Background: an optimization exercise with open tools, aiming at small area. Do not read the settings as production practice.
Where RTL was checked, it was by simulation tests only, not by an equivalence proof against the original.
The flow treats the clock pin as an ideal source, which a real chip does not have.
Power figures rest on the tool's default switching activity, not on a simulated workload.

v6:
==> module fifo_ctl, before the edit <==
module fifo_ctl (
    input rst, wr_en, rd_en,
    input [4:0] p,
    output full, empty, wr, rd,
    output [4:0] pn
);
    wire n4, up, dn, rst_n;
    wire a2, a3, a4, z2, z3, z4;
    wire [4:0] t, x;
    assign empty = p[4];
    fifo_nand4 g_n4 (.a(p[0]), .b(p[1]), .c(p[2]), .d(p[3]), .y(n4));
    fifo_nor2  g_fl (.a(n4), .b(p[4]), .y(full));
    fifo_nor2b g_wr (.a(full), .b_n(wr_en), .y(wr));
    fifo_nor2b g_rd (.a(p[4]), .b_n(rd_en), .y(rd));
    fifo_nor2b g_up (.a(rd), .b_n(wr), .y(up));
    fifo_nor2b g_dn (.a(wr), .b_n(rd), .y(dn));
    fifo_inv   g_rn (.a(rst), .y(rst_n));
    fifo_and2  g_a2 (.a(p[0]), .b(p[1]), .y(a2));
    fifo_and3  g_a3 (.a(p[0]), .b(p[1]), .c(p[2]), .y(a3));
    fifo_inv   g_a4 (.a(n4), .y(a4));
    fifo_nor2  g_z2 (.a(p[0]), .b(p[1]), .y(z2));
    fifo_nor3  g_z3 (.a(p[0]), .b(p[1]), .c(p[2]), .y(z3));
    fifo_nor4  g_z4 (.a(p[0]), .b(p[1]), .c(p[2]), .d(p[3]), .y(z4));
    fifo_or2   g_t0 (.a(up), .b(dn), .y(t[0]));
    fifo_mux2  g_t1 (.s(p[0]), .a1(up), .a0(dn), .y(t[1]));
    fifo_ao22  g_t2 (.a0(up), .b0(a2), .a1(dn), .b1(z2), .y(t[2]));
    fifo_ao22  g_t3 (.a0(up), .b0(a3), .a1(dn), .b1(z3), .y(t[3]));
    fifo_ao22  g_t4 (.a0(up), .b0(a4), .a1(dn), .b1(z4), .y(t[4]));
    genvar k;
    generate for (k = 0; k < 5; k = k + 1) begin : nx
        fifo_xnor2 g_x (.a(p[k]), .b(t[k]), .y(x[k]));
        fifo_nand2 g_n (.a(rst_n), .b(x[k]), .y(pn[k]));
    end endgenerate
endmodule
==> module sync_fifo, before the edit <==
module sync_fifo #(parameter width=8, depth=16, addr_size=4)(
    input [width-1:0] data_in,
    input rst, clk, rd_en, wr_en,
    output fifo_full, fifo_empty,
    output [width-1:0] data_out
);
reg [4:0] p;
reg [7:0] ram [0:15];
reg [7:0] dout;
wire wr, rd;
wire [4:0] pn;
fifo_ctl u_ctl (.rst(rst), .wr_en(wr_en), .rd_en(rd_en), .p(p),
    .full(fifo_full), .empty(fifo_empty), .wr(wr), .rd(rd), .pn(pn));
assign data_out = dout;
always @(posedge clk)
    p <= pn;
integer i;
always @(posedge clk) begin
    if (wr) begin
        ram[0] <= data_in;
        for (i = 1; i < 16; i = i + 1)
            ram[i] <= ram[i-1];
    end
end
wire [15:0] sel;
wire hold;
fifo_rdec u_dec (.rst(rst), .rd(rd), .a(p[3:0]), .sel(sel), .hold(hold));
genvar b;
generate for (b = 0; b < 8; b = b + 1) begin : bitslice
    wire [4:0] y;
    fifo_aoi222 u0 (.a0(sel[0]),  .b0(ram[0][b]),  .a1(sel[1]),  .b1(ram[1][b]),  .a2(sel[2]),  .b2(ram[2][b]),  .y(y[0]));
    fifo_aoi222 u1 (.a0(sel[3]),  .b0(ram[3][b]),  .a1(sel[4]),  .b1(ram[4][b]),  .a2(sel[5]),  .b2(ram[5][b]),  .y(y[1]));
    fifo_aoi222 u2 (.a0(sel[6]),  .b0(ram[6][b]),  .a1(sel[7]),  .b1(ram[7][b]),  .a2(sel[8]),  .b2(ram[8][b]),  .y(y[2]));
    fifo_aoi222 u3 (.a0(sel[9]),  .b0(ram[9][b]),  .a1(sel[10]), .b1(ram[10][b]), .a2(sel[11]), .b2(ram[11][b]), .y(y[3]));
    fifo_aoi222 u4 (.a0(sel[12]), .b0(ram[12][b]), .a1(sel[13]), .b1(ram[13][b]), .a2(sel[14]), .b2(ram[14][b]), .y(y[4]));
    wire d;
    fifo_ao5 u5 (.y(y[4:0]), .a0(sel[15]), .b0(ram[15][b]), .a1(hold), .b1(dout[b]), .x(d));
    always @(posedge clk)
        dout[b] <= d;
end endgenerate
endmodule
export LEC_CHECK = 0
export CAP_MARGIN = 20
export CORE_MARGIN = 2
export CORE_UTILIZATION = 40
export SLEW_MARGIN = 20
export SYNTH_HIERARCHICAL = 1
create_clock -name core_clock -period 4.0 [get_ports {clk}]
standard.sh (not shown) runs the stock make flow with config.mk's settings and CLKGATE_MAP_FILE= SYNTH_SCRIPT=/design/flow/synth_recipe.tcl, a recipe that flattens the netlist after the stock synthesis.
==> flow/flow/run.sh <==
#!/bin/bash
# Standard ORFS layout, except: clock tree without dummy loads (they only
# balance skew between tree branches), and port buffers of the smallest size.
set -euo pipefail
export CTS_ARGS="-sink_clustering_enable -repair_clock_nets -dont_use_dummy_load -buf_list sky130_fd_sc_hd__clkbuf_4"
export BUFFER_PORTS_ARGS="-buffer_cell sky130_fd_sc_hd__buf_1"
export POST_FLOORPLAN_TCL="$PWD/flow/downsize.tcl"
export POST_CTS_TCL="$PWD/flow/postcts.tcl"
bash standard.sh finish > standard.log 2>&1
Other scripts of this flow, unchanged in this note and not shown: flow/flow/downsize.tcl, flow/flow/postcts.tcl
For v7, these inputs were changed with respect to v6:
diff --git a/flow/design.v b/flow/design.v
--- a/flow/design.v
+++ b/flow/design.v
@@ -36,6 +36,7 @@
     input rst, wr_en, rd_en,
     input [4:0] p,
     output full, empty, wr, rd,
+    output [3:0] wrq,
     output [4:0] pn
 );
     wire n4, up, dn, rst_n;
@@ -45,6 +46,10 @@
     fifo_nand4 g_n4 (.a(p[0]), .b(p[1]), .c(p[2]), .d(p[3]), .y(n4));
     fifo_nor2  g_fl (.a(n4), .b(p[4]), .y(full));
     fifo_nor2b g_wr (.a(full), .b_n(wr_en), .y(wr));
+    genvar q;
+    generate for (q = 0; q < 4; q = q + 1) begin : wq
+        fifo_nor2b g_wq (.a(full), .b_n(wr_en), .y(wrq[q]));
+    end endgenerate
     fifo_nor2b g_rd (.a(p[4]), .b_n(rd_en), .y(rd));
     fifo_nor2b g_up (.a(rd), .b_n(wr), .y(up));
     fifo_nor2b g_dn (.a(wr), .b_n(rd), .y(dn));
@@ -91,19 +96,20 @@
 reg [7:0] ram [0:15];
 reg [7:0] dout;
 wire wr, rd;
+wire [3:0] wrq;    
 wire [4:0] pn;
 fifo_ctl u_ctl (.rst(rst), .wr_en(wr_en), .rd_en(rd_en), .p(p),
-    .full(fifo_full), .empty(fifo_empty), .wr(wr), .rd(rd), .pn(pn));
+    .full(fifo_full), .empty(fifo_empty), .wr(wr), .wrq(wrq), .rd(rd), .pn(pn));
 assign data_out = dout;
 always @(posedge clk)
     p <= pn;
 integer i;
 always @(posedge clk) begin
-    if (wr) begin
+    if (wrq[0])
         ram[0] <= data_in;
-        for (i = 1; i < 16; i = i + 1)
+    for (i = 1; i < 16; i = i + 1)
+        if (wrq[i/4])
             ram[i] <= ram[i-1];
-    end
 end
 wire [15:0] sel;
 wire hold;
==> run summary <==
- Area after synthesis of v7 exceeds that of v6 slightly.
- Going from v6 to v7, the worst hold slack across all endpoints was found to have gone down by 5.0 ps.
- Routed wire in v7 totals more than in v6.
- [compare] base=v6 new=v7: power has remained practically unchanged, core box area has increased, clock transition time at the flip-flop clock pins of the worst setup and hold paths has increased.
- Setup slack: v7 vs v6 down 220 ps
- On share of synthesized cell area in and, or, nand and nor gates, the higher figure sits with v7, not v6.
- Compared with v6, in v7 end-of-flow core utilization level, net switching power stayed essentially flat, largest stage delay on the critical path has remained practically unchanged.
Function not checked in v7: the RTL went through the layout flow alone.

Another version of the RTL of sync_fifo (not shown whole).
Size: about 270 cells after synthesis, ~140 flip-flops, about 0.0051 mm² of cells after synthesis.
==> module fifo_rdec, before the edit <==
module fifo_rdec (
    input rst, rd,
    input [3:0] a,
    output [15:0] sel,
    output hold
);
    wire g = rd & ~rst;
    wire [3:0] lo_n, hi_n;
    genvar k;
    generate for (k = 0; k < 4; k = k + 1) begin : pre
        assign lo_n[k] = ~(g & (a[1:0] == k));
        assign hi_n[k] = ~(a[3:2] == k);
    end endgenerate
    generate for (k = 0; k < 16; k = k + 1) begin : fin
        fifo_nor2 u (.a(lo_n[k % 4]), .b(hi_n[k / 4]), .y(sel[k]));
    end endgenerate
    assign hold = ~(rd | rst);
endmodule
==> module fifo_ao5, before the edit <==
module fifo_ao5 (input [4:0] y, input a0, b0, a1, b1, output x);
    assign x = ~(&y) | (a0 & b0) | (a1 & b1);
endmodule
clock: 4.0 ns
lec_check: 0
cap_margin: 20
core_margin: 2
core_utilization: 40
slew_margin: 20
synth_hierarchical: 1
==> flow/flow/downsize.tcl <==
# After floorplan: every combinational cell that synthesis sized above drive
# strength 1 goes back to its _1 variant; the placement and routing repairs
# later upsize or buffer whatever then needs it for slew, load or timing.
set n 0
foreach inst [get_cells *] {
  set ref [get_property $inst ref_name]
  if { ![regexp {^(sky130_fd_sc_hd__[a-z0-9]+)_([0-9]+)$} $ref -> base drive] } { continue }
  if { $drive <= 1 } { continue }
  if { [regexp {__(df|dl|sdf|edf|sedf|clk|tap|fill|conb|dly|lpflow|probe)} $base] } { continue }
  if { [get_lib_cells -quiet */${base}_1] eq "" } { continue }
  replace_cell [get_full_name $inst] ${base}_1
  incr n
}
puts "downsize: $n cells set to drive strength 1"
==> flow/flow/postcts.tcl <==
# After CTS: a clkbuf_4 leaf whose sinks see a slow clock edge is swapped for
# a clkbuf_8, then the placement is legalised again.
estimate_parasitics -placement
set n 0
foreach inst [get_cells clkbuf_*] {
  if { [get_property $inst ref_name] ne "sky130_fd_sc_hd__clkbuf_4" } { continue }
  set net [get_nets -of_objects [get_pins [get_full_name $inst]/X]]
  set worst 0
  foreach l [get_pins -of_objects $net -filter "direction==input"] {
    set s [get_property $l slew_max]
    if { $s > $worst } { set worst $s }
  }
  if { $worst > 0.115 } {
    replace_cell $inst sky130_fd_sc_hd__clkbuf_8
    incr n
  }
}
puts "post-cts: upsized $n clock buffers"
if { $n > 0 } {
  detailed_placement
  estimate_parasitics -placement
}
Scripts as last shown in full above: flow/flow/run.sh
The baseline finished clean.
==> next run, changes <==
--- a/flow/design.v
+++ b/flow/design.v
@@ -1,32 +1,41 @@
 module fifo_rdec (
     input rst, rd,
     input [3:0] a,
     output [15:0] sel,
     output hold
 );
-    wire g = rd & ~rst;
-    wire [3:0] lo_n, hi_n;
+    wire g;
+    wire [3:0] an, lo_n, hi_n;
+    fifo_nor2b g_g (.a(rst), .b_n(rd), .y(g));
+    fifo_nor2  g_h (.a(rd), .b(rst), .y(hold));
     genvar k;
+    generate for (k = 0; k < 4; k = k + 1) begin : inv
+        fifo_inv g_i (.a(a[k]), .y(an[k]));
+    end endgenerate
     generate for (k = 0; k < 4; k = k + 1) begin : pre
-        assign lo_n[k] = ~(g & (a[1:0] == k));
-        assign hi_n[k] = ~(a[3:2] == k);
+        fifo_nand3 g_lo (.a(g), .b(k & 1 ? a[0] : an[0]), .c(k & 2 ? a[1] : an[1]), .y(lo_n[k]));
+        fifo_nand2 g_hi (.a(k & 1 ? a[2] : an[2]), .b(k & 2 ? a[3] : an[3]), .y(hi_n[k]));
     end endgenerate
     generate for (k = 0; k < 16; k = k + 1) begin : fin
-        fifo_nor2 u (.a(lo_n[k % 4]), .b(hi_n[k / 4]), .y(sel[k]));
+        fifo_nor2 g_s (.a(lo_n[k % 4]), .b(hi_n[k / 4]), .y(sel[k]));
     end endgenerate
-    assign hold = ~(rd | rst);
 endmodule
 module fifo_nor2 (input a, b, output y);
     assign y = ~(a | b);
 endmodule
 module fifo_aoi222 (input a0, b0, a1, b1, a2, b2, output y);
     assign y = ~((a0 & b0) | (a1 & b1) | (a2 & b2));
 endmodule
-module fifo_ao5 (input [4:0] y, input a0, b0, a1, b1, output x);
-    assign x = ~(&y) | (a0 & b0) | (a1 & b1);
+module fifo_nand6 (input [5:0] y, output x);
+    wire c;
+    fifo_and4  g_c (.a(y[0]), .b(y[1]), .c(y[2]), .d(y[3]), .y(c));
+    fifo_nand3 g_x (.a(c), .b(y[4]), .c(y[5]), .y(x));
+endmodule
+module fifo_aoi22 (input a0, b0, a1, b1, output y);
+    assign y = ~((a0 & b0) | (a1 & b1));
 endmodule
 module fifo_ctl (
     input rst, wr_en, rd_en,
     input [4:0] p,
     output full, empty, wr, rd,
     output [4:0] pn
@@ -68,12 +77,14 @@
 module fifo_and2  (input a, b, output y);          assign y = a & b;             endmodule
 module fifo_and3  (input a, b, c, output y);       assign y = a & b & c;         endmodule
 module fifo_or2   (input a, b, output y);          assign y = a | b;             endmodule
 module fifo_xnor2 (input a, b, output y);          assign y = ~(a ^ b);          endmodule
 module fifo_mux2  (input s, a1, a0, output y);     assign y = s ? a1 : a0;       endmodule
 module fifo_ao22  (input a0, b0, a1, b1, output y); assign y = (a0 & b0) | (a1 & b1); endmodule
+module fifo_nand3 (input a, b, c, output y);       assign y = ~(a & b & c);      endmodule
+module fifo_and4  (input a, b, c, d, output y);    assign y = a & b & c & d;     endmodule
 module sync_fifo #(parameter width=8, depth=16, addr_size=4)(
     input [width-1:0] data_in,
     input rst, clk, rd_en, wr_en,
     output fifo_full, fifo_empty,
     output [width-1:0] data_out
 );
@@ -97,18 +108,19 @@
 end
 wire [15:0] sel;
 wire hold;
 fifo_rdec u_dec (.rst(rst), .rd(rd), .a(p[3:0]), .sel(sel), .hold(hold));
 genvar b;
 generate for (b = 0; b < 8; b = b + 1) begin : bitslice
-    wire [4:0] y;
+    wire [5:0] y;
     fifo_aoi222 u0 (.a0(sel[0]),  .b0(ram[0][b]),  .a1(sel[1]),  .b1(ram[1][b]),  .a2(sel[2]),  .b2(ram[2][b]),  .y(y[0]));
     fifo_aoi222 u1 (.a0(sel[3]),  .b0(ram[3][b]),  .a1(sel[4]),  .b1(ram[4][b]),  .a2(sel[5]),  .b2(ram[5][b]),  .y(y[1]));
     fifo_aoi222 u2 (.a0(sel[6]),  .b0(ram[6][b]),  .a1(sel[7]),  .b1(ram[7][b]),  .a2(sel[8]),  .b2(ram[8][b]),  .y(y[2]));
     fifo_aoi222 u3 (.a0(sel[9]),  .b0(ram[9][b]),  .a1(sel[10]), .b1(ram[10][b]), .a2(sel[11]), .b2(ram[11][b]), .y(y[3]));
     fifo_aoi222 u4 (.a0(sel[12]), .b0(ram[12][b]), .a1(sel[13]), .b1(ram[13][b]), .a2(sel[14]), .b2(ram[14][b]), .y(y[4]));
+    fifo_aoi22  u5 (.a0(sel[15]), .b0(ram[15][b]), .a1(hold), .b1(dout[b]), .y(y[5]));
     wire d;
-    fifo_ao5 u5 (.y(y[4:0]), .a0(sel[15]), .b0(ram[15][b]), .a1(hold), .b1(dout[b]), .x(d));
+    fifo_nand6  u6 (.y(y), .x(d));
     always @(posedge clk)
         dout[b] <= d;
 end endgenerate
 endmodule
After rerunning: The new run finished clean; hold slack loses 0.015 ns; critical path depth grows by 1; cell count shrinks by 0.84%; via count stays flat; routed wire length falls by 3.5%; clock power increases by about 0.6%.
No functional check of the RTL was part of the first run of this note.

lane 3:
The RTL this note starts from:
==> flow/design.v <==
module fifo_rdec (
    input rst, rd,
    input [3:0] a,
    output [15:0] sel,
    output hold
);
    wire g;
    wire [3:0] an, lo_n, hi_n;
    fifo_nor2b g_g (.a(rst), .b_n(rd), .y(g));
    fifo_nor2  g_h (.a(rd), .b(rst), .y(hold));
    genvar k;
    generate for (k = 0; k < 4; k = k + 1) begin : inv
        fifo_inv g_i (.a(a[k]), .y(an[k]));
    end endgenerate
    generate for (k = 0; k < 4; k = k + 1) begin : pre
        fifo_nand3 g_lo (.a(g), .b(k & 1 ? a[0] : an[0]), .c(k & 2 ? a[1] : an[1]), .y(lo_n[k]));
        fifo_nand2 g_hi (.a(k & 1 ? a[2] : an[2]), .b(k & 2 ? a[3] : an[3]), .y(hi_n[k]));
    end endgenerate
    generate for (k = 0; k < 16; k = k + 1) begin : fin
        fifo_nor2 g_s (.a(lo_n[k % 4]), .b(hi_n[k / 4]), .y(sel[k]));
    end endgenerate
endmodule
module fifo_nor2 (input a, b, output y);
    assign y = ~(a | b);
endmodule
module fifo_aoi222 (input a0, b0, a1, b1, a2, b2, output y);
    assign y = ~((a0 & b0) | (a1 & b1) | (a2 & b2));
endmodule
module fifo_nand6 (input [5:0] y, output x);
    wire c;
    fifo_and4  g_c (.a(y[0]), .b(y[1]), .c(y[2]), .d(y[3]), .y(c));
    fifo_nand3 g_x (.a(c), .b(y[4]), .c(y[5]), .y(x));
endmodule
module fifo_aoi22 (input a0, b0, a1, b1, output y);
    assign y = ~((a0 & b0) | (a1 & b1));
endmodule
module fifo_ctl (
    input rst, wr_en, rd_en,
    input [4:0] p,
    output full, empty, wr, rd,
    output [4:0] pn
);
    wire n4, up, dn, rst_n;
    wire t0, t1_n, t2, t3_n, t4;
    wire x0, x1_n, x2, x3_n;
    wire [4:0] y;
    assign empty = p[4];
    fifo_nand4 g_n4 (.a(p[0]), .b(p[1]), .c(p[2]), .d(p[3]), .y(n4));
    fifo_nor2  g_fl (.a(n4), .b(p[4]), .y(full));
    fifo_nor2b g_wr (.a(full), .b_n(wr_en), .y(wr));
    fifo_nor2b g_rd (.a(p[4]), .b_n(rd_en), .y(rd));
    fifo_nor2b g_up (.a(rd), .b_n(wr), .y(up));
    fifo_nor2b g_dn (.a(wr), .b_n(rd), .y(dn));
    fifo_inv   g_rn (.a(rst), .y(rst_n));
    fifo_or2   g_t0 (.a(up), .b(dn), .y(t0));
    fifo_xor2  g_x0 (.a(p[0]), .b(dn), .y(x0));
    fifo_nand2 g_t1 (.a(t0), .b(x0), .y(t1_n));
    fifo_xnor2 g_x1 (.a(p[1]), .b(dn), .y(x1_n));
    fifo_nor2  g_t2 (.a(t1_n), .b(x1_n), .y(t2));
    fifo_xor2  g_x2 (.a(p[2]), .b(dn), .y(x2));
    fifo_nand2 g_t3 (.a(t2), .b(x2), .y(t3_n));
    fifo_xnor2 g_x3 (.a(p[3]), .b(dn), .y(x3_n));
    fifo_nor2  g_t4 (.a(t3_n), .b(x3_n), .y(t4));
    fifo_xnor2 g_y0 (.a(p[0]), .b(t0),   .y(y[0]));
    fifo_xor2  g_y1 (.a(p[1]), .b(t1_n), .y(y[1]));
    fifo_xnor2 g_y2 (.a(p[2]), .b(t2),   .y(y[2]));
    fifo_xor2  g_y3 (.a(p[3]), .b(t3_n), .y(y[3]));
    fifo_xnor2 g_y4 (.a(p[4]), .b(t4),   .y(y[4]));
    genvar k;
    generate for (k = 0; k < 5; k = k + 1) begin : nx
        fifo_nand2 g_n (.a(rst_n), .b(y[k]), .y(pn[k]));
    end endgenerate
endmodule
module fifo_inv   (input a, output y);             assign y = ~a;                endmodule
module fifo_nand2 (input a, b, output y);          assign y = ~(a & b);          endmodule
module fifo_nand4 (input a, b, c, d, output y);    assign y = ~(a & b & c & d);  endmodule
module fifo_nor2b (input a, b_n, output y);        assign y = ~(a | ~b_n);       endmodule
module fifo_nor3  (input a, b, c, output y);       assign y = ~(a | b | c);      endmodule
module fifo_nor4  (input a, b, c, d, output y);    assign y = ~(a | b | c | d);  endmodule
module fifo_and2  (input a, b, output y);          assign y = a & b;             endmodule
module fifo_and3  (input a, b, c, output y);       assign y = a & b & c;         endmodule
module fifo_or2   (input a, b, output y);          assign y = a | b;             endmodule
module fifo_xnor2 (input a, b, output y);          assign y = ~(a ^ b);          endmodule
module fifo_mux2  (input s, a1, a0, output y);     assign y = s ? a1 : a0;       endmodule
module fifo_ao22  (input a0, b0, a1, b1, output y); assign y = (a0 & b0) | (a1 & b1); endmodule
module fifo_nand3 (input a, b, c, output y);       assign y = ~(a & b & c);      endmodule
module fifo_and4  (input a, b, c, d, output y);    assign y = a & b & c & d;     endmodule
module fifo_xor2  (input a, b, output y);          assign y = a ^ b;             endmodule
module sync_fifo #(parameter width=8, depth=16, addr_size=4)(
    input [width-1:0] data_in,
    input rst, clk, rd_en, wr_en,
    output fifo_full, fifo_empty,
    output [width-1:0] data_out
);
reg [4:0] p;
reg [7:0] ram [0:15];
reg [7:0] dout;
wire wr, rd;
wire [4:0] pn;
fifo_ctl u_ctl (.rst(rst), .wr_en(wr_en), .rd_en(rd_en), .p(p),
    .full(fifo_full), .empty(fifo_empty), .wr(wr), .rd(rd), .pn(pn));
assign data_out = dout;
always @(posedge clk)
    p <= pn;
integer i;
always @(posedge clk) begin
    if (wr) begin
        ram[0] <= data_in;
        for (i = 1; i < 16; i = i + 1)
            ram[i] <= ram[i-1];
    end
end
wire [15:0] sel;
wire hold;
fifo_rdec u_dec (.rst(rst), .rd(rd), .a(p[3:0]), .sel(sel), .hold(hold));
genvar b;
generate for (b = 0; b < 8; b = b + 1) begin : bitslice
    wire [5:0] y;
    fifo_aoi222 u0 (.a0(sel[0]),  .b0(ram[0][b]),  .a1(sel[1]),  .b1(ram[1][b]),  .a2(sel[2]),  .b2(ram[2][b]),  .y(y[0]));
    fifo_aoi222 u1 (.a0(sel[3]),  .b0(ram[3][b]),  .a1(sel[4]),  .b1(ram[4][b]),  .a2(sel[5]),  .b2(ram[5][b]),  .y(y[1]));
    fifo_aoi222 u2 (.a0(sel[6]),  .b0(ram[6][b]),  .a1(sel[7]),  .b1(ram[7][b]),  .a2(sel[8]),  .b2(ram[8][b]),  .y(y[2]));
    fifo_aoi222 u3 (.a0(sel[9]),  .b0(ram[9][b]),  .a1(sel[10]), .b1(ram[10][b]), .a2(sel[11]), .b2(ram[11][b]), .y(y[3]));
    fifo_aoi222 u4 (.a0(sel[12]), .b0(ram[12][b]), .a1(sel[13]), .b1(ram[13][b]), .a2(sel[14]), .b2(ram[14][b]), .y(y[4]));
    fifo_aoi22  u5 (.a0(sel[15]), .b0(ram[15][b]), .a1(hold), .b1(dout[b]), .y(y[5]));
    wire d;
    fifo_nand6  u6 (.y(y), .x(d));
    always @(posedge clk)
        dout[b] <= d;
end endgenerate
endmodule
Settings: LEC_CHECK=0, CAP_MARGIN=20, CORE_MARGIN=2, CORE_UTILIZATION=40, SLEW_MARGIN=20, SYNTH_HIERARCHICAL=1; clock period 4.0 ns.
Scripts as last shown in full above: flow/flow/run.sh, flow/flow/downsize.tcl, flow/flow/postcts.tcl
#### Input delta (lane 4 over lane 3)
==> flow/design.v, changed modules only <==
module fifo_ctl (
    input rst, wr_en, rd_en,
    input [4:0] p,
    output full, empty, wr, rd,
    output [4:0] pn
);
    wire n4, rst_n;
    wire t0, t1_n, t2, t3_n, t4;
    wire x0, x1_n, x2, x3_n;
    wire [4:0] y;
    assign empty = p[4];
    fifo_nand4 g_n4 (.a(p[0]), .b(p[1]), .c(p[2]), .d(p[3]), .y(n4));
    fifo_nor2  g_fl (.a(n4), .b(p[4]), .y(full));
    fifo_nor2b g_wr (.a(full), .b_n(wr_en), .y(wr));
    fifo_nor2b g_rd (.a(p[4]), .b_n(rd_en), .y(rd));
    fifo_inv   g_rn (.a(rst), .y(rst_n));
    fifo_xor2  g_t0 (.a(wr), .b(rd), .y(t0));
    fifo_xor2  g_x0 (.a(p[0]), .b(rd), .y(x0));
    fifo_nand2 g_t1 (.a(t0), .b(x0), .y(t1_n));
    fifo_xnor2 g_x1 (.a(p[1]), .b(rd), .y(x1_n));
    fifo_nor2  g_t2 (.a(t1_n), .b(x1_n), .y(t2));
    fifo_xor2  g_x2 (.a(p[2]), .b(rd), .y(x2));
    fifo_nand2 g_t3 (.a(t2), .b(x2), .y(t3_n));
    fifo_xnor2 g_x3 (.a(p[3]), .b(rd), .y(x3_n));
    fifo_nor2  g_t4 (.a(t3_n), .b(x3_n), .y(t4));
    fifo_xnor2 g_y0 (.a(p[0]), .b(t0),   .y(y[0]));
    fifo_xor2  g_y1 (.a(p[1]), .b(t1_n), .y(y[1]));
    fifo_xnor2 g_y2 (.a(p[2]), .b(t2),   .y(y[2]));
    fifo_xor2  g_y3 (.a(p[3]), .b(t3_n), .y(y[3]));
    fifo_xnor2 g_y4 (.a(p[4]), .b(t4),   .y(y[4]));
    genvar k;
    generate for (k = 0; k < 5; k = k + 1) begin : nx
        fifo_nand2 g_n (.a(rst_n), .b(y[k]), .y(pn[k]));
    end endgenerate
endmodule
[summary]
Overall power consumption in lane 4 is about 3.2% below lane 3.
Cmp lane 4 and lane 3 / wire length / lower: lane 4
Lane 4 ends up with a worst reg2reg path depth that is 4 lower than in lane 3.
NOTE highest achievable clock rate lane 3->lane 4 decreased by a little under 10%
The number of nets in the layout of lane 4 falls short of that of lane 3 by 3.
Lane 4 vs lane 3, area added between synthesis and finish went up by 0.31 points.
The global-route wire length before repair of lane 4 was superior to that of lane 3.
Delta (lane 4 minus lane 3): cell area was more or less identical, data required time at the worst endpoint grew by 0.03 ns.

static timing again, ports no longer ideal:
In the flow no input, the clock included, has a driving cell. The finished layouts below were timed again as built, in two steps.
Step 1 (the two cells are an assumption about what drives the block):
set clk [get_ports {clk}]
set_driving_cell -lib_cell sky130_fd_sc_hd__clkbuf_16 $clk
set_driving_cell -lib_cell sky130_fd_sc_hd__buf_2 [delete_from_list [all_inputs] $clk]
Step 2, shift: input delay + t, output delay - t, t = (earliest + latest rising clock arrival at the registers) / 2. This alone moves slack from input paths to output paths.
Slacks: ideal / step 1 / step 2; pairs: ideal / step 1.
run	shift t [ns]	setup slack, ns	pins driven straight from the clock port
v6	0.530	1.548 / 1.514 / 1.082	1
v7	0.509	1.325 / 1.294 / 0.955	1
the first run of note 2	0.426	1.554 / 1.558 / 1.131	1
the second run of note 2	0.424	1.516 / 1.527 / 1.103	1
lane 3	0.420	1.553 / 1.553 / 1.208	1
lane 4	0.419	1.309 / 1.320 / 0.901	1
After both steps every run listed still meets setup and hold. For v6, which loses most, drivers alone change the setup slack by -0.034 ns; drivers and shift together by -0.466 ns.
